Context: an optimization exercise on an open-source flow, tuned for small area, a short achievable clock period and few clock cycles per item. The choices shown serve that exercise and are no tape-out recipe.
Where RTL was checked, it was by simulation tests only, not by an equivalence proof against the original.
Power and IR drop assume default switching activity.

==> v38: inputs <==
## net_16_8_8_4_16_1_5
module net_16_8_8_4_16_1_5(clk, reset, input_valid, input_ready, input_data,
                           output_valid, output_ready, output_data);
export LEC_CHECK = 0
export ABC_CLOCK_PERIOD_IN_PS = 4000
export CAP_MARGIN = 20
export CORE_MARGIN = 2
export CORE_UTILIZATION = 40
export SLEW_MARGIN = 20
create_clock -name core_clock -period 11.0 [get_ports {clk}]
standard.sh (not shown) runs the stock make flow with config.mk's settings and CLKGATE_MAP_FILE= SYNTH_SCRIPT=/design/flow/synth_recipe.tcl, a recipe that flattens the netlist after the stock synthesis.
==> flow/flow/run.sh <==
#!/bin/bash
set -euo pipefail
bash standard.sh synth > synth.log 2>&1
bash standard.sh SETUP_SLACK_MARGIN=7.5 finish > layout.log 2>&1
==> inputs of v18, as changes to v38 <==
--- a/flow/design.v
+++ b/flow/design.v
@@ -42,13 +42,13 @@
   logic [14:0]         h1 [0:7];
   logic                h1_full;      
   logic                handoff, consume, h1_full_n, ready_n;
   logic [3:0]          icnt_n;
   logic                pend_n;
   logic signed [16:0]  in17;
-  logic                busy, v2, v3, adv;
+  logic                busy, v2, v3, adv, stall, pz;
   logic [3:0]          step;
   logic [3:0]          sv;
   logic [14:0]         slot [0:3];
   assign accept    = input_valid & input_ready;
   assign consume   = adv & (step == 4'd15) & v2;
   assign handoff   = l1_full & (~h1_full | consume);
@@ -67,13 +67,13 @@
       pl <= 1'b0;
       xv <= 1'b0;
       pv <= 1'b0;
       icnt <= 4'd0;
       pend <= 1'b0;
       l1_full <= 1'b0;
-      input_ready <= 1'b0;
+      input_ready <= 1'b1;         
     end else begin
       xf <= accept & (icnt == 4'd0);
       xl <= accept & (icnt == 4'd15);
       pf <= xf;
       pl <= xl;
       xv <= accept;
@@ -155,22 +155,25 @@
       sel <= accept ? dec1[g] : 8'd0;        
       p   <= mulsat(sel, x_r, nx_r);
       acc <= addsat(pf ? 16'sd0 : acc, p);
       if (handoff) h1[g] <= relu(acc);
     end
   end endgenerate
-  assign adv = busy & ~((step == 4'd8) & v3 & sv[0]);
+  assign stall = (step == 4'd8) & v3 & sv[0];
+  assign adv   = busy & ~stall & ~pz;
   always_ff @(posedge clk) begin
     if (reset) begin
       busy <= 1'b0;
       step <= 4'd0;
       v2 <= 1'b0;
       v3 <= 1'b0;
       h1_full <= 1'b0;
+      pz <= 1'b0;
     end else begin
       h1_full <= h1_full_n;
+      pz <= pz ^ (busy & ~adv);
       if (adv) begin
         step <= step + 4'd1;
         if (step == 4'd15) begin
           v2 <= h1_full_n;
           v3 <= v2;
           busy <= h1_full_n | v2;
@@ -243,13 +246,13 @@
       acc <= addsat(f2_dd ? 16'sd0 : acc, p);
       if (adv & ((step == 4'd10) | (step == 4'd2))) h2[g] <= relu(acc);
     end
   end endgenerate
   logic [3:0]          k3;
   logic [2:0]          c3;
-  logic                pair, val3, f3_d, f3_dd, a3_d, a3_dd;
+  logic                pair, val3, f3_d, f3_dd;
   logic [7:0]          dec3 [0:1];
   logic [14:0]         u3;
   logic signed [16:0]  u3_r, nu3_r;
   logic [14:0]         y [0:3];
   assign k3   = step + 4'd5;           
   assign c3   = k3[3:1];
@@ -259,19 +262,15 @@
   always_ff @(posedge clk) begin
     u3_r   <= {2'b0, u3};
     nu3_r  <= -{2'b0, u3};
     if (reset) begin
       f3_d <= 1'b0;
       f3_dd <= 1'b0;
-      a3_d <= 1'b0;
-      a3_dd <= 1'b0;
     end else begin
       f3_d <= adv & (c3 == 3'd0);
       f3_dd <= f3_d;
-      a3_d <= adv;
-      a3_dd <= a3_d;
     end
   end
   assign dec3[0][0] = (step == 4'd0) | (step == 4'd2) | (step == 4'd11) | (step == 4'd12) | (step == 4'd13);
   assign dec3[0][1] = 1'b0;
   assign dec3[0][2] = (step == 4'd1) | (step == 4'd9);
   assign dec3[0][3] = (step == 4'd3) | (step == 4'd6) | (step == 4'd8) | (step == 4'd10);
@@ -290,16 +289,14 @@
   generate for (g = 0; g < 2; g++) begin : l3
     logic [7:0]         sel;
     logic signed [15:0] p, top, oth;
     always_ff @(posedge clk) begin
       sel <= (adv & val3) ? dec3[g] : 8'd0;
       p <= mulsat(sel, u3_r, nu3_r);
-      if (a3_dd) begin
-        top <= oth;
-        oth <= addsat(f3_dd ? 16'sd0 : top, p);
-      end
+      top <= oth;
+      oth <= addsat(f3_dd ? 16'sd0 : top, p);
     end
     assign y[g]     = relu(top);
     assign y[g + 2] = relu(oth);
   end endgenerate
   logic load, shift;
   assign load  = adv & (step == 4'd13) & v3;
Settings changed: CORE_UTILIZATION 40 to 30, PLACE_DENSITY set to 0.45.
==> results by group <==
Placed design
  • Global placement routability congestion: 0.931
  • Cell Count Post-Placement: 8773

Global route
  • Global-route wire length before repair: slightly below 300000 um

Logic synthesis
  • Portion of netlist area occupied by mux cells: 0.922%
  • Syn nets: about 7600
  • Unique masters post-synth: 102

Setup path
  • R2R Path Start: x_r[3]$_DFF_P_
  • Data required, critical path: 11.60 ns

Status
  • Outcome: timing/DRC/antenna clean

Detailed routing
  • Wire length per cell after detailed routing: ~22 um
  • Total Routed Length: 199000 um

CTS
  • Post-CTS Setup Repair Bufs: 98

Power
  • Max VDD drop: 0.134 mV
the above is filed under v38

==> results by group <==
Status
  • Outcome: timing/DRC/antenna clean

Setup path
  • R2R Path Start: x_r[1]$_DFF_P_
  • Data required, critical path: 11.58 ns

CTS
  • Post-CTS Setup Repair Bufs: between 100 and 150

Detailed routing
  • Wire length per cell after detailed routing: 21.7 um

Placed design
  • Global placement routability congestion: 0.883
  • Cell Count Post-Placement: 9295

Power
  • Max VDD drop: 0.134 mV

Logic synthesis
  • Unique masters post-synth: just under 100

Global route
  • Global-route wire length before repair: 311000 um
the above is filed under v18

Testbench counts of v18, summed over its fixed seeds: cycles 8,488, items 512.
Only the layout flow was run in v38; the RTL was not checked for function there.

-- static timing again, ports no longer ideal --
In the flow no input, the clock included, has a driving cell. The finished layouts below were timed again as built, in two steps. Step 1 (the two cells are an assumption about what drives the block):
set clk [get_ports {clk}]
set_driving_cell -lib_cell sky130_fd_sc_hd__clkbuf_16 $clk
set_driving_cell -lib_cell sky130_fd_sc_hd__buf_2 [delete_from_list [all_inputs] $clk]
Step 2, shift: input delay + t, output delay - t, t = (earliest + latest rising clock arrival at the registers) / 2. This alone moves slack from input paths to output paths. a / b / c = ideal / step 1 / step 2; a / b = the first two.
run | t (ns) | setup slack, ns | worst data-port slew with drivers (ns) | pins driven straight from the clock port
v38 | 0.798 | 7.333 / 7.333 / 6.815 | 0.03 | 1
v18 | 0.807 | 7.317 / 7.317 / 6.787 | 0.04 | 1
After both steps every run listed still meets setup and hold. The setup slack of v18, which loses most, moves by 0.000 ns with the drivers and by -0.530 ns with both steps.
